Context: an optimization exercise on an open-source flow, tuned for small area and a short achievable clock period. The choices shown serve that exercise and are no tape-out recipe. Only simulation tests tie the RTL to the original design; equivalence was not proved.

==> flow/design.v (outline; a module is shown in full before it is edited, if it fits) <==
// module add32bk: 153 lines
// module mul32lo: 806 lines
// module KGP_RISC: 135 lines
module KGP_RISC(
        input clock,
        input rst,
        output [7:0] imem_addr,
        input [31:0] imem_data,
        output [7:0] dmem_addr,
        output [31:0] dmem_wdata,
        output dmem_we,
        input [31:0] dmem_rdata,
        output [15:0] r
    );
  // ...
==> flow/flow/run.sh <==
#!/bin/bash
# Standard ORFS layout (the standard.sh) with these changes to how the
# layout is made; the SDC, the clock period and the synthesis are unchanged:
# - repair_timing is asked to leave a setup margin, so that it keeps
#   improving paths well below the (loose) clock period;
# - every port still gets a buffer, but a plain buf_2 rather than the delay
#   cell buffer_ports picks by default;
# - clock tree: larger sink clusters and no dummy loads;
# - no gate cloning in repair_timing (clones late in the flow can overload
#   the net that drives them, after the last repair_design).
set -euo pipefail
export SETUP_SLACK_MARGIN=15.4
export BUFFER_PORTS_ARGS="-buffer_cell sky130_fd_sc_hd__buf_2"
export SKIP_GATE_CLONING=1
export CTS_ARGS="-sink_clustering_enable -repair_clock_nets -dont_use_dummy_load -sink_clustering_size 24 -sink_clustering_max_diameter 80"
bash standard.sh synth > synth.log 2>&1
bash standard.sh finish > layout.log 2>&1
==> flow/standard.sh <==
#!/bin/bash
# synth_recipe.tcl (not shown) runs the flow's synth.tcl, then flattens the netlist and writes it again
# the make line also repeats each setting of config.mk as NAME=value (left out here)
make -C /OpenROAD-flow-scripts/flow DESIGN_CONFIG=/design/flow/config.mk WORK_HOME=/design/flow/orfs CLKGATE_MAP_FILE= SYNTH_SCRIPT=/design/flow/synth_recipe.tcl "${@:-finish}"
==> flow/config.mk <==
export PLATFORM = sky130hd
export DESIGN_NAME = KGP_RISC
export DESIGN_NICKNAME = KGP_RISC
export VERILOG_FILES = /design/flow/design.v
export SDC_FILE = /design/flow/constraint.sdc
export NUM_CORES = 4
export LEC_CHECK = 0
export ABC_AREA = 1
export CAP_MARGIN = 20
export CORE_MARGIN = 2
export CORE_UTILIZATION = 40
export SLEW_MARGIN = 20
export TNS_END_PERCENT = 5
==> flow/constraint.sdc <==
create_clock -name core_clock -period 22.0 [get_ports {clock}]
set_input_delay 4.4000 -clock core_clock [delete_from_list [all_inputs] [get_ports {clock}]]
set_output_delay 4.4000 -clock core_clock [all_outputs]
set_load 0.01 [all_outputs]
==> out/qor.log, run 1 <==
[cts] number of hold buffers added after cts 0
[setup_path] sum of buffers and inverters on the critical path 6
[setup_path] start point of the critical path imem_data[26]
[cts] CTS resizes 253
[run_status] outcome finished clean
[layout] commonest non-fill, non-tap cells in the layout sky130_fd_sc_hd__nand2_1, sky130_fd_sc_hd__edfxtp_1, sky130_fd_sc_hd__inv_1, sky130_fd_sc_hd__o22ai_1, sky130_fd_sc_hd__nand3_1
[layout] Max-area cell class sequential cells
[synthesis] number of instances in the synthesized netlist 6816
[layout] nonclk buf count 521
[grt] met2 track utilization from global routing 0.5550
[floorplanning] chip height 411.9 um
[layout] max reg flops 1024
[layout] storage element area 0.03344 mm2
[setup_path] Worst path top cell family by delay simple AND/OR/NAND/NOR gates
[layout] # nets final 7445
[synthesis] post-synthesis simple-gate area fraction 0.1430
[layout] post-route core utilization 0.4582
[floorplanning] Taps Inserted 2189
[drt] via density per instance 6.471
[floorplanning] total number of placement rows 149
[layout] share of final layout cell area taken by non-clock buffers 0.05942
[setup_path] kind of end point of the critical path register
[drt] total wire length 320300 um
[sta] unrepaired setup endpoints after global routing true
[synthesis] post-synthesis share of cell area spent on full adders, half adders and majority gates 0.08748
[synthesis] cell types with the largest area share after synthesis sky130_fd_sc_hd__edfxtp_1, sky130_fd_sc_hd__nand2_1, sky130_fd_sc_hd__fa_1
[layout] registers with the most flip-flops rf x1024, opa x32, opb x32
[grt] via count of the first global-routing pass 55700
[setup_path] end point of the critical path opa[22]
[worst_hold_path] class of the worst hold path register to register
[setup_path] longest individual stage delay on the worst path 820 ps
==> inputs of run 2 (changes only) <==
--- a/flow/flow/run.sh
+++ b/flow/flow/run.sh
@@ -13,5 +13,5 @@
 export BUFFER_PORTS_ARGS="-buffer_cell sky130_fd_sc_hd__buf_2"
 export SKIP_GATE_CLONING=1
-export CTS_ARGS="-sink_clustering_enable -repair_clock_nets -dont_use_dummy_load -sink_clustering_size 24 -sink_clustering_max_diameter 80"
+export CTS_ARGS="-sink_clustering_enable -repair_clock_nets -dont_use_dummy_load -sink_clustering_size 30 -sink_clustering_max_diameter 100"
 bash standard.sh synth > synth.log 2>&1
 bash standard.sh finish > layout.log 2>&1
==> out/qor.log, run 2 <==
[setup_path] Worst path top cell family by delay buffers and inverters
[sta] Max Freq 0.1436 GHz
[floorplanning] effective utilization at floorplan 0.4030
[synthesis] Post-synth EDFFs 1024
[drt] DRC violations left 0
[synthesis] fraction of registers with async set/reset 0
[layout] Layout Area Growth over Synthesis 12.21%
[placement] dpl cell area 0.07047 mm2
[synthesis] cell types with the largest area share after synthesis sky130_fd_sc_hd__edfxtp_1, sky130_fd_sc_hd__nand2_1, sky130_fd_sc_hd__fa_1
[drt] first-pass iteration count of the detailed router 7
[worst_hold_path] class of the worst hold path register to register
[sta] final critical path time including I/O delays and setup 6962 ps
[layout] fraction of final layout cells sized beyond drive strength 1 0.1274
[placement] number of buffers added on ports 130
[sta] total setup violations reported at the end of the flow 0
[sta] max-slew violation total from the final report 0
[cts] number of sinks on the clock net 1156
[synthesis] average footprint of a synthesized cell 9.766 um2
[synthesis] synthesized netlist net count 7222
[synthesis] distinct cell type count of the synthesized netlist 65
[drt] Antenna Violating Nets Remaining 0
[layout] registers with the most flip-flops rf x1024, opa x32, opb x32
[sta] Worst Tran Pin Value 1190 ps
[sta] Relative slew margins 0.2019
[layout] fin cells 9190
[cts] clock-pin transition on the worst setup and hold timing paths 120 ps
[drt] total wire length 318300 um [-0.63%]
[grt] via count of the first global-routing pass 55600 [-0.18%]
[grt] Top Usage Layer GRT met2
[grt] GR Overflow Total 0
[grt] grt met3 use 0.1123
[floorplanning] total number of placement rows 149 [unchanged]
[setup_path] critical path class primary input to register
[synthesis] area share of the largest cell type after synthesis 0.4619
[sta] final clock skew 154.8 ps
[flow_run] count of maximum capacitance violations 0
[cts] cell chosen for the clock root sky130_fd_sc_hd__clkbuf_16
[setup_path] critical path's slowest cell sky130_fd_sc_hd__nand4_1
[synthesis] Syn. warnings 1
[drt] via density per instance 6.468 [about the same]
[setup_path] kind of end point of the critical path register
[grt] number of antenna violations at the first check in global routing 20
[layout] commonest non-fill, non-tap cells in the layout sky130_fd_sc_hd__nand2_1, sky130_fd_sc_hd__edfxtp_1, sky130_fd_sc_hd__inv_1, sky130_fd_sc_hd__o22ai_1, sky130_fd_sc_hd__nand3_1
[cts] total CTS buffers 50
[grt] maximum number of pins on one net before global-route repair 57
[setup_path] signal arrival time at the worst endpoint 7550 ps
[synthesis] synth cell count leaders sky130_fd_sc_hd__nand2_1, sky130_fd_sc_hd__edfxtp_1, sky130_fd_sc_hd__inv_1
[drt] via count 59450
[floorplanning] chip height 411.9 um [unchanged]
[synthesis] flip-flop and latch count after synthesis 1156
[layout] most common library cell in the layout ignoring fill and taps sky130_fd_sc_hd__nand2_1
[floorplanning] Die Footprint 0.1697 mm2
[drt] violation count after the first detailed-routing iteration 9500
[layout] # nets final 7402 [-0.58%]
[grt] met1 global-route usage 0.4445
[cts] clock insertion delay at the later pin of the skew report 770 ps
[layout] max reg flops 1024 [unchanged]
[setup_path] worst path required time 22590 ps
[grt] GR Util All Layers 0.3623
[layout] area of all placed cells without fillers 0.07470 mm2
[floorplanning] die boundary width 411.9 um
[floorplanning] count of boundary I/O pins 131
[run_status] outcome finished clean
[placement] Post-DP HPWL 212100 um
[grt] wire length of the first global-routing pass 431900 um
[cts] maximum root-to-sink buffer count 3
[setup_path] sum of buffers and inverters on the critical path 5 [-1]
[grt] met2 track utilization from global routing 0.5572 [+0.002199]
[sta] aggregate negative setup slack 0 ps
[synthesis] sequential share of the synthesized area 0.5016
[setup_path] longest individual stage delay on the worst path 470 ps [-350 ps]
[drt] routed length per instance 34.64 um
[cts] H-tree depth 2
[sta] Hold Violations, Final 0
[synthesis] number of instances in the synthesized netlist 6816 [unchanged]
[setup_path] cell-by-cell trace of the critical path buf_2, inv_1, nor3_1, nand2_1, nor2_1, buf_4, clkinv_2, buf_6, o22ai_1, a221oi_1, nand3_1, nor2_2, nand4_1, o21a_1
[synthesis] most numerous cell in the Yosys netlist sky130_fd_sc_hd__nand2_1
[placement] RD Place Congestion 1.015
[cts] CTS tree done
[synthesis] area leader, netlist sky130_fd_sc_hd__edfxtp_1
[sta] fin crit share 0.3164
[synthesis] Most used DFF post-synth sky130_fd_sc_hd__edfxtp_1
[placement] Cells after DPL 8989
[synthesis] area of the mapped netlist 0.06657 mm2
[layout] most flop-heavy register rf
[layout] post-route core utilization 0.4522 [-0.005984]
[floorplanning] Placeable Area 0.1652 mm2
[sta] unrepaired setup endpoints after global routing true
[setup_path] category of the worst setup path launch point primary input
[setup_path] largest fanout on the critical path 14
run 2: cell types whose count changed in the layout (fill, tap and decap cells not counted), moves of 3 or more:
cell	delta
sky130_fd_sc_hd__buf_12	-6
sky130_fd_sc_hd__buf_4	-3
sky130_fd_sc_hd__buf_8	-7
sky130_fd_sc_hd__clkbuf_16	-25
sky130_fd_sc_hd__diode_2	+3
sky130_fd_sc_hd__o21ai_2	+3
sky130_fd_sc_hd__clkbuf_4	-3
sky130_fd_sc_hd__o22ai_2	+3
run 2: cell type report:
class | instances | area (um2)
antenna | 7 | 17.52
clock buffer | 50 | 1251
fill | 15640 | 90480
inverter | 834 | 3410
multi-input combinational | 4451 | 29650
sequential | 1156 | 33450
tap | 2189 | 2739
timing repair buffer | 503 | 4183
run 2: through the flow:
stage	setup WS (ps)	hold slack (ps)
floorplan	15310	443.6
global placement	13120	548.6
detailed placement	13280	566.0
CTS	15290	585.8
global route	15130	609.9
finish	15040	548.6
run 2: worst min-delay path, cell delays in order, from the launching register on:
cell and delay, ps:
sky130_fd_sc_hd__dfxtp_1 360, sky130_fd_sc_hd__nand3_1 90, sky130_fd_sc_hd__a21oi_1 60
run 2: worst paths after layout:
path | start | end | slack, ps | cells past startpoint
max | imem_data[21] | opb[5] | 15040 | 14
min | e_imm[4] | pc[1] | 550 | 2
min reg2reg | e_imm[4] | pc[1] | 550 | 2
max reg2reg | opb[3] | opb[21] | 15360 | 26
run 2: logic make-up (layout without fill, tap and decap cells):
family	Yosys count	after routing	share of synthesized area
xor gates and xnor gates	277	277	0.03645
other	0	7	0
muxes	11	11	0.001786
AOI/OAI and AO/OA	1572	1572	0.1579
and+or+nand+nor	2251	2251	0.1430
buffers and inverters	1209	1387	0.07178
adders and majority gates	340	340	0.08748
DFF	1156	1156	0.5016
run 2: repair_timing:
item	4_1_cts	5_1_grt
pin swaps	25	31
buffers inserted	90	53
hold buffers	0	0
gates resized for setup	246	169
setup endpoints to repair	654	516
run 2: per-layer routing:
layer / vias to the layer above / wire (um)
met5: - / 130
met4: 20 / 25490
met3: 1181 / 44400
met2: 4826 / 137800
met1: 28840 / 110500
li1: 24580 / -

[static timing again, ports no longer ideal]
No port has a modelled driver above. Below, the same layouts with a new extraction and two added sets of constraints.
Step 1 sets driving cells, clkbuf_16 on the clock port and buf_2 on the other inputs (assumed; they add their load-dependent delay and slew).
Step 2 moves the port delays by t, midway between the first and last clock arrival at a register: inputs arrive t later, outputs are due t later. That takes back most of the time a late clock gives input paths.
Three values: ideal, step 1, step 2; two values: the first two.
run | shift t [ns] | slack for setup (ns) | worst setup path after step 2 | latest minus earliest clock arrival (ns) | worst register clock-pin slew, ns
run 1 | 0.778 | 15.035 / 15.094 / 14.316 | input to register | 0.128 / 0.128 | 0.10 / 0.10
run 2 | 0.785 | 15.038 / 15.075 / 14.290 | input to register | 0.155 / 0.155 | 0.12 / 0.12
After both steps every run listed still meets setup and hold. The setup slack of run 2, which loses most, moves by +0.037 ns with the drivers and by -0.748 ns with both steps.
